This design comes from an exercise in tuning for small area on the open sky130 flow, not from production work. Where RTL was checked, it was by simulation tests only, not by an equivalence proof against the original.

Setup of run R:
## tv80s
module tv80s
#(
    parameter Mode    = 0,   
    parameter T2Write = 1,   
    parameter IOWait  = 1    
)
(
    input         reset_n, 
    input         clk, 
    input         cen,       
    input         wait_n, 
    input         int_n, 
    input         nmi_n, 
    input         busrq_n, 
    output        busak_n, 
    output        m1_n, 
    output        mreq_n, 
    output        iorq_n, 
    output        rd_n, 
    output        wr_n, 
    output        rfsh_n, 
    output        halt_n, 
    output [15:0] A, 
    input  [7:0]  di,
    output [7:0]  dout
);
For scale: roughly 2700 cells after synthesis, about 47 I/O pins, about 24000 um^2 of cells after synthesis.
clock: 10.0 ns
lec_check: 0
cap_margin: 20
core_margin: 2
core_utilization: 40
slew_margin: 20
standard.sh (not shown) runs the stock make flow with config.mk's settings and CLKGATE_MAP_FILE= SYNTH_SCRIPT=/design/flow/synth_recipe.tcl, a recipe that flattens the netlist after the stock synthesis.
==> flow/flow/run.sh <==
#!/bin/bash
# ORFS flow (the standard.sh) with:
#  - an area-oriented ABC script (deepsyn + area-recovering mapping) in place
#    of ORFS's speed script; OpenROAD repairs timing as usual afterwards,
#  - the buffers that timing-driven global placement inserts removed again
#    right after it (repair_design / repair_timing add back what is needed),
#    with a 0.15 ns setup margin for repair_timing, and a slightly
#    pessimistic wire RC for the repair after global routing,
#  - CTS without dummy loads, with clkbuf_8 leaf buffers,
#  - port buffers from the smallest buffer cell,
#  - a higher placement density.
set -euo pipefail
rm -rf scripts_local
cp -r "$FLOW_HOME/scripts" scripts_local
cp flow/abc_map.script scripts_local/abc_speed.script
bash standard.sh SCRIPTS_DIR="$PWD/scripts_local" \
  "CTS_ARGS=-sink_clustering_enable -repair_clock_nets -dont_use_dummy_load -sink_clustering_size 16 -sink_clustering_max_diameter 60 -buf_list sky130_fd_sc_hd__clkbuf_8 -root_buf sky130_fd_sc_hd__clkbuf_16" \
  "BUFFER_PORTS_ARGS=-buffer_cell sky130_fd_sc_hd__buf_1" \
  PLACE_DENSITY=0.75 \
  POST_GLOBAL_PLACE_TCL="$PWD/flow/post_gpl.tcl" \
  SETUP_SLACK_MARGIN=0.15 \
  PRE_GLOBAL_ROUTE_TCL="$PWD/flow/pre_grt.tcl" \
  finish > standard.log 2>&1
Other scripts of this flow, unchanged in this note and not shown: flow/flow/abc_map.script, flow/flow/post_gpl.tcl, flow/flow/pre_grt.tcl
What run P does differently from run R at the input level:
--- a/flow/design.v
+++ b/flow/design.v
@@ -2544,15 +2544,14 @@
   wire [7:0]    F_Out;
   reg [4:0]     Read_To_Reg_r;
   reg           Arith16_r;
   reg           Z16_r;
   reg [3:0]     ALU_Op_r;
   reg           Save_ALU_r;
   reg           PreserveC_r;
-  reg [2:0]     mcycles;
   wire [2:0]    mcycles_d;
   wire [2:0]    tstates;
   reg           IntCycle;
   reg           NMICycle;
   wire          Inc_PC;
   wire          Inc_WZ;
   wire [3:0]    IncDec_16;
@@ -2727,15 +2726,15 @@
         7'b0000001 : mcyc_to_number = 3'h1;
         default : mcyc_to_number = 3'h1;
       endcase
     end
   endfunction
   always @*
     begin
-      case (mcycles)
+      case (mcycles_d)
         1 : last_mcycle = mcycle[0];
         2 : last_mcycle = mcycle[1];
         3 : last_mcycle = mcycle[2];
         4 : last_mcycle = mcycle[3];
         5 : last_mcycle = mcycle[4];
         6 : last_mcycle = mcycle[5];
         7 : last_mcycle = mcycle[6];
@@ -2830,15 +2829,14 @@
           PC <= 0;   
           A <= 0;
           TmpAddr <= 0;
           IR <= 8'b00000000;
           ISet <= 2'b00;
           XY_State <= 2'b00;
           IStatus <= 2'b00;
-          mcycles <= 3'b000;
           dout <= 8'b00000000;
           ACC <= 8'hFF;
           F <= 8'hFF;
           Ap <= 8'hFF;
           Fp <= 8'hFF;
           I <= 0;
           SP <= 16'hFFFF;
@@ -2855,15 +2853,14 @@
       else 
         begin
           if (ClkEn == 1'b1 ) 
             begin
               ALU_Op_r <= 4'b0000;
               Save_ALU_r <= 1'b0;
               Read_To_Reg_r <= 5'b00000;
-              mcycles <= mcycles_d;
               if (IMode != 2'b11 ) 
                 begin
                   IStatus <= IMode;
                 end
               Arith16_r <= Arith16;
               PreserveC_r <= PreserveC;
               if (ISet == 2'b10 && ALU_Op[2] == 1'b0 && ALU_Op[0] == 1'b1 && mcycle[2] ) 
### Flow results
For critical path depth, run P and run R come out practically identical. Non-clock buffer count of run P falls short of that of run R by more than 10%. Looking at pin count of the biggest net entering global routing, run P sits 1.5% above run R. Re worst hold slack: run P and run R aren't equal, and the higher value belongs to run P. Run P: global-route track usage on met2 is 0.96 points lower than what run R reported. Sort run P and run R by sequential share of layout area, descending, and run P comes first. The post-route core utilization was comparable across run P and run R. [compare] base=run R new=run P: effective utilization at floorplan increased 0.22 points, global routing met1 resource utilization decreased 1.3 points, number of fill cells decreased 2.0%. Compared to run R, the routing of run P uses less wire. Run P — relative area change from synthesis to final layout 0.58 points lower, run R as reference. Worst stage delay on the critical path ended up 0.06 ns higher on run P than on run R.
For run R, only the layout was checked, not whether the RTL still works.

========
tv80s, a different RTL version from the one above (not shown whole).
Size: ~2600 cells after synthesis, about 23000 µm² of cells after synthesis.
export LEC_CHECK = 0
export CAP_MARGIN = 20
export CORE_MARGIN = 2
export CORE_UTILIZATION = 40
export SLEW_MARGIN = 20
create_clock -name core_clock -period 10.0 [get_ports {clk}]
==> flow/flow/run.sh <==
#!/bin/bash
# ORFS flow (the standard.sh) with:
#  - an area-oriented ABC script (deepsyn + area-recovering mapping) in place
#    of ORFS's speed script; OpenROAD repairs timing as usual afterwards,
#  - CTS without dummy loads and with larger sink clusters,
#  - port buffers from the smallest buffer cell,
#  - a higher placement density.
set -euo pipefail
rm -rf scripts_local
cp -r "$FLOW_HOME/scripts" scripts_local
cp flow/abc_map.script scripts_local/abc_speed.script
bash standard.sh SCRIPTS_DIR="$PWD/scripts_local" \
  "CTS_ARGS=-sink_clustering_enable -repair_clock_nets -dont_use_dummy_load -sink_clustering_size 24 -sink_clustering_max_diameter 80" \
  "BUFFER_PORTS_ARGS=-buffer_cell sky130_fd_sc_hd__buf_1" \
  PLACE_DENSITY=0.75 \
  finish > standard.log 2>&1
==> flow/flow/abc_map.script <==
&get -n
&st
&deepsyn -J 20
&dch
&nf -R 1000
&put
topo
stime -c
Next try:
--- a/flow/design.v
+++ b/flow/design.v
@@ -1,44 +1,41 @@
 module tv80_reg ( 
   DOBH, DOAL, DOBL, DOAH, 
-  AddrC, AddrA, AddrA_r, AddrB, SelC, IncDecT, DIH, DIL, clk, CEN, WEH, WEL, DHswap
+  AddrC, AddrA, AddrB, SelC, DIH, DIL, clk, CEN, WEH, WEL, DHswap
   );
     input  [2:0] AddrC;
     output [7:0] DOBH;
     input  [2:0] AddrA;
     input  [2:0] AddrB;
     input  [7:0] DIH;
     output [7:0] DOAL;
     input  [7:0] DIL;
     output [7:0] DOBL;
     output [7:0] DOAH;
     input  clk, CEN, WEH, WEL;
     input  [1:0] DHswap;
-    input  [2:0] AddrA_r;   
-    input        SelC;      
-    input        IncDecT;   
+    input        SelC;    
   function [2:0] phys;
     input [2:0] a;
     input [1:0] sw;
     begin
       phys = a;
       if ((a[1:0] == 2'b01 || a[1:0] == 2'b10) && sw[a[2]])
         phys[1:0] = ~a[1:0];
     end
   endfunction
   wire [2:0] pA = phys(AddrA, DHswap);
   wire [2:0] pB = phys(AddrB, DHswap);
   wire [2:0] pC = phys(AddrC, DHswap);
-  wire [2:0] pAr = phys(AddrA_r, DHswap);
-  wire [2:0] pR = IncDecT ? pA : (SelC ? pC : pAr);
+  wire [2:0] pR = SelC ? pC : pA;
   reg [7:0] RegsH [0:7];
   reg [7:0] RegsL [0:7];
   integer i;
   always @(posedge clk)
     begin
       if (CEN)
         begin
           for (i = 0; i < 8; i = i + 1) begin
             if (WEH && pA == i) RegsH[i] <= DIH;
             if (WEL && pA == i) RegsL[i] <= DIL;
           end
         end
@@ -2769,25 +2766,25 @@
       s_def  = ~Jump & ~JumpXY & ~(Call | RstP) & ~(last_mcycle & NMICycle) &
                ~(mcycle[2] & IntCycle & (IStatus == 2'b10));
       s_jmp  = ~s_def;
       a_dt  = s_jp | (s_def & (Set_Addr_To == aZI) & ~Inc_WZ);
       a_c   = s_jxy | (s_def & (((Set_Addr_To == aXY) & (XY_State == 2'b00)) |
                                  (Set_Addr_To == aBC) | (Set_Addr_To == aDE)));
       a_t   = s_call | (s_def & (Set_Addr_To == aXY) & (XY_State != 2'b00) & ~NextIs_XY_Fetch);
       a_pc  = s_def & (((Set_Addr_To == aXY) & (XY_State != 2'b00) & NextIs_XY_Fetch) |
                        (Set_Addr_To == 3'b011) | (Set_Addr_To == aNone));
       a_io  = s_def & (Set_Addr_To == aIOA);
       a_sp  = s_def & (Set_Addr_To == aSP);
       a_inc = s_def & (Set_Addr_To == aZI) & Inc_WZ;
-      TmpAddr_inc = PC16;    
+      TmpAddr_inc = incdec16(TmpAddr, 1'b0);
       A_next[15:8] = ({8{a_dt}}  & DI_Reg)         |
                      ({8{a_c}}   & RegBusC[15:8])  |
                      ({8{a_t}}   & TmpAddr[15:8])  |
                      ({8{s_im2}} & I)              |
                      ({8{a_pc}}  & PC[15:8])       |
                      ({8{a_io}}  & ACC)            |
                      ({8{a_sp}}  & SP[15:8])       |
                      ({8{a_inc}} & TmpAddr_inc[15:8]);
       A_next[7:0]  = ({8{a_dt | a_t | s_im2}} & TmpAddr[7:0]) |
                      ({8{a_c}}   & RegBusC[7:0])   |
                      ({8{s_nmi}} & 8'h66)          |
                      ({8{a_pc}}  & PC[7:0])        |
@@ -3216,26 +3213,24 @@
           RegDIH = ID16[15:8];
           RegDIL = ID16[7:0];
         end
     end
   tv80_reg i_reg
     (
      .clk                  (clk),
      .CEN                  (ClkEn),
      .DHswap               (DHswap),
      .WEH                  (RegWEH),
      .WEL                  (RegWEL),
      .AddrA                (RegAddrA),
-     .AddrA_r              (RegAddrA_r),
-     .IncDecT              (tstate[2] | (tstate[3] & mcycle[0])),
      .AddrB                (RegAddrB),
      .AddrC                (RegAddrC),
      .DIH                  (RegDIH),
      .DIL                  (RegDIL),
      .DOAH                 (RegBusA[15:8]),
      .DOAL                 (RegBusA[7:0]),
      .DOBH                 (RegBusB[15:8]),
      .DOBL                 (RegBusB[7:0]),
      .SelC                 (RegSelC)
      );
   always @ (posedge clk)
     begin
@@ -3474,45 +3469,43 @@
                         end
                     end
                 end
               if (tstate[0]) 
                 begin
                   m1_n <= 1'b0;
                 end
             end
         end
     end
   always @*
     begin
-      if (~tstate[2])
-        PC16_B = 8'h01;
-      else if (JumpE == 1'b1)
+      if (JumpE == 1'b1)
         PC16_B = DI_Reg;
       else if (BTR_r == 1'b1)
         PC16_B = 8'hFE;            
       else
         PC16_B = 8'h01;
-      PC16 = add16s8(tstate[2] ? PC : TmpAddr, PC16_B);
-      if (tstate[3] & mcycle[5])
+      if (tstate[3])
         begin
-          SP16_A = RegBusA;
+          SP16_A = RegBusC;
           SP16_B = DI_Reg;
         end
       else
         begin
-          SP16_A = (IncDec_16[1:0] == 2'b11) ? SP : RegBusA;
+          SP16_A = SP;
           SP16_B = IncDec_16[3] ? 8'hFF : 8'h01;
         end
+      ID16 = incdec16(RegBusA, IncDec_16[3]);
+      PC16 = add16s8(PC, PC16_B);
       SP16 = add16s8(SP16_A, SP16_B);
-      ID16 = SP16;
     end  
   always @*
     begin
       Auto_Wait = 1'b0;
       if (IntCycle == 1'b1 || NMICycle == 1'b1 ) 
         begin
           if (mcycle[0] ) 
             begin
               Auto_Wait = 1'b1;
             end
         end
     end  
Final area rises slightly. Cell count is higher slightly. Non-clock buffer count is lower by 54. Synthesized area climbs by a few percent. Sequential share of layout area fell by 0.20 points. Worst setup slack gets worse by 83 ps. Clock skew rose by 50 ps. Routed wire length goes up by a few percent. First-iteration DRC count climbs slightly. Hold slack stays flat.
No functional check of the RTL was part of any run of this note.

========
## job 102
Another version of the RTL of tv80s (not shown whole).
For scale: roughly 2800 cells after synthesis, about 340 flip-flops, ~47 I/O pins, roughly 0.024 sq mm of cells after synthesis.
// tv80s
module tv80s
#(
    parameter Mode    = 0,   
    parameter T2Write = 1,   
    parameter IOWait  = 1    
)
(
    input         reset_n, 
    input         clk, 
    input         cen,       
    input         wait_n, 
    input         int_n, 
    input         nmi_n, 
    input         busrq_n, 
    output        busak_n, 
    output        m1_n, 
    output        mreq_n, 
    output        iorq_n, 
    output        rd_n, 
    output        wr_n, 
    output        rfsh_n, 
    output        halt_n, 
    output [15:0] A, 
    input  [7:0]  di,
    output [7:0]  dout
);
Settings: LEC_CHECK=0, CAP_MARGIN=20, CORE_MARGIN=2, CORE_UTILIZATION=40, SLEW_MARGIN=20; clock period 10.0 ns.
Scripts as last shown in full above: flow/flow/run.sh, flow/flow/abc_map.script
Looking at the reports, job 102 completed the entire flow and the layout it produced met the timing, design-rule and antenna checks.
The inputs of job 103 differ from those of job 102 as listed below.
--- a/flow/design.v
+++ b/flow/design.v
@@ -2486,20 +2486,18 @@
   reg           RegWEL;
   reg           Alternate;
   reg [15:0]    TmpAddr;         
   reg [7:0]     IR;              
   reg [1:0]     ISet;            
   reg [1:0]     DHswap;          
   reg [15:0]    ID16;
   reg [7:0]     Save_Mux;
-  reg [2:0]     ts_b;
-  reg [2:0]     mc_b;
-  wire [6:0]    tstate = 7'b0000001 << ts_b;
-  wire [6:0]    mcycle = 7'b0000001 << mc_b;
+  reg [6:0]     tstate;
+  reg [6:0]     mcycle;
   reg           last_mcycle, last_tstate;
   reg           IntE_FF1;
   reg           IntE_FF2;
   reg           Halt_FF;
   reg           BusReq_s;
   reg           BusAck;
   reg           ClkEn;
   reg           NMI_s;
@@ -3340,18 +3338,18 @@
               Oldnmi_n <= nmi_n;
             end
         end
     end
   always @ (posedge clk or negedge reset_n)
     begin
       if (reset_n == 1'b0 ) 
         begin
-          mc_b <= 3'd0;
-          ts_b <= 3'd0;
+          mcycle <= 7'b0000001;
+          tstate <= 7'b0000001;
           Pre_XY_F_M <= 3'b000;
           Halt_FF <= 1'b0;
           BusAck <= 1'b0;
           NMICycle <= 1'b0;
           IntCycle <= 1'b0;
           IntE_FF1 <= 1'b0;
           IntE_FF2 <= 1'b0;
           No_BTR <= 1'b0;
@@ -3420,62 +3418,62 @@
                           Halt_FF <= 1'b1;
                         end
                       if (BusReq_s == 1'b1 ) 
                         begin
                           BusAck <= 1'b1;
                         end 
                       else 
                         begin
-                          ts_b <= 3'd1;
+                          tstate <= 7'b0000010;
                           if (NextIs_XY_Fetch == 1'b1 ) 
                             begin
-                              mc_b <= 3'd5;
-                              Pre_XY_F_M <= mc_b + 3'd1;
+                              mcycle <= 7'b0100000;
+                              Pre_XY_F_M <= mcyc_to_number(mcycle);
                               if (IR == 8'b00110110 && Mode == 0 ) 
                                 begin
                                   Pre_XY_F_M <= 3'b010;
                                 end
                             end 
                           else if ((mcycle[6]) || (mcycle[5] && Mode == 1 && ISet != 2'b01) ) 
                             begin
-                              mc_b <= Pre_XY_F_M;
+                              mcycle <= number_to_bitvec(Pre_XY_F_M + 1);
                             end 
                           else if ((last_mcycle) ||
                                    No_BTR == 1'b1 ||
                                    (mcycle[1] && I_DJNZ == 1'b1 && IncDecZ == 1'b1) ) 
                             begin
                               m1_n <= 1'b0;
-                              mc_b <= 3'd0;
+                              mcycle <= 7'b0000001;
                               IntCycle <= 1'b0;
                               NMICycle <= 1'b0;
                               if (NMI_s == 1'b1 && Prefix == 2'b00 ) 
                                 begin
                                   NMICycle <= 1'b1;
                                   IntE_FF1 <= 1'b0;
                                 end 
                               else if ((IntE_FF1 == 1'b1 && INT_s == 1'b1) && Prefix == 2'b00 && SetEI == 1'b0 ) 
                                 begin
                                   IntCycle <= 1'b1;
                                   IntE_FF1 <= 1'b0;
                                   IntE_FF2 <= 1'b0;
                                 end
                             end 
                           else 
                             begin
-                              mc_b <= (mc_b == 3'd6) ? 3'd0 : mc_b + 3'd1;
+                              mcycle <= { mcycle[5:0], mcycle[6] };
                             end
                         end
                     end 
                   else 
                     begin    
                       if ( ~(Auto_Wait == 1'b1 && Auto_Wait_t2 == 1'b0) &&
                            ~(IOWait == 1 && iorq_i == 1'b1 && Auto_Wait_t1 == 1'b0) ) 
                         begin
-                          ts_b <= (ts_b == 3'd6) ? 3'd0 : ts_b + 3'd1;
+                          tstate <= { tstate[5:0], tstate[6] };
                         end
                     end
                 end
               if (tstate[0]) 
                 begin
                   m1_n <= 1'b0;
                 end
             end
[job 103] fraction of the mapped netlist area in adder cells fell 0.36 points relative to job 102
The first-pass GRT wire length of job 103 and that of job 102 are within noise of each other.
Going from job 102 to job 103, signal arrival time at the worst endpoint grows by 460 ps.
Met2 layer wire length in the routed design in job 103 vs job 102: down about 2%
Die area | job 103 > job 102
~same cell count in job 103 and job 102
Cmp job 103 vs job 102: wire length higher in job 103
As of job 103, synthesized cell count had fallen slightly compared to job 102.
Chip height went up slightly going from job 102 to job 103.

## port drivers added, routing unchanged
Ports are ideal in the flow. The routed layouts listed here were re-timed in OpenROAD.
Step 1, drivers: a clkbuf_16 drives clk and a buf_2 each remaining input, both assumed.
Step 2 also shifts input and output timing later by t, the mid clock arrival at the registers, as if the neighbouring blocks saw the same clock.
Three values: ideal, step 1, step 2; two values: the first two.
| run | t, ns | setup WS [ns] | worst setup path at the end | worst data-port slew with drivers (ns) |
|---|---|---|---|---|
| run R | 0.600 | 0.655 / 0.655 / 0.655 | register to register | 0.05 |
| run P | 0.599 | 0.809 / 0.809 / 0.809 | register to register | 0.12 |
| the first run of note 2 | 0.633 | 0.706 / 0.706 / 0.706 | register to register | 0.03 |
| the second run of note 2 | 0.642 | 0.623 / 0.623 / 0.623 | register to register | 0.06 |
| job 102 | 0.651 | 1.049 / 1.049 / 1.049 | register to register | 0.04 |
| job 103 | 0.654 | 0.565 / 0.565 / 0.565 | register to register | 0.12 |
After both steps setup and hold are still met in every run listed.
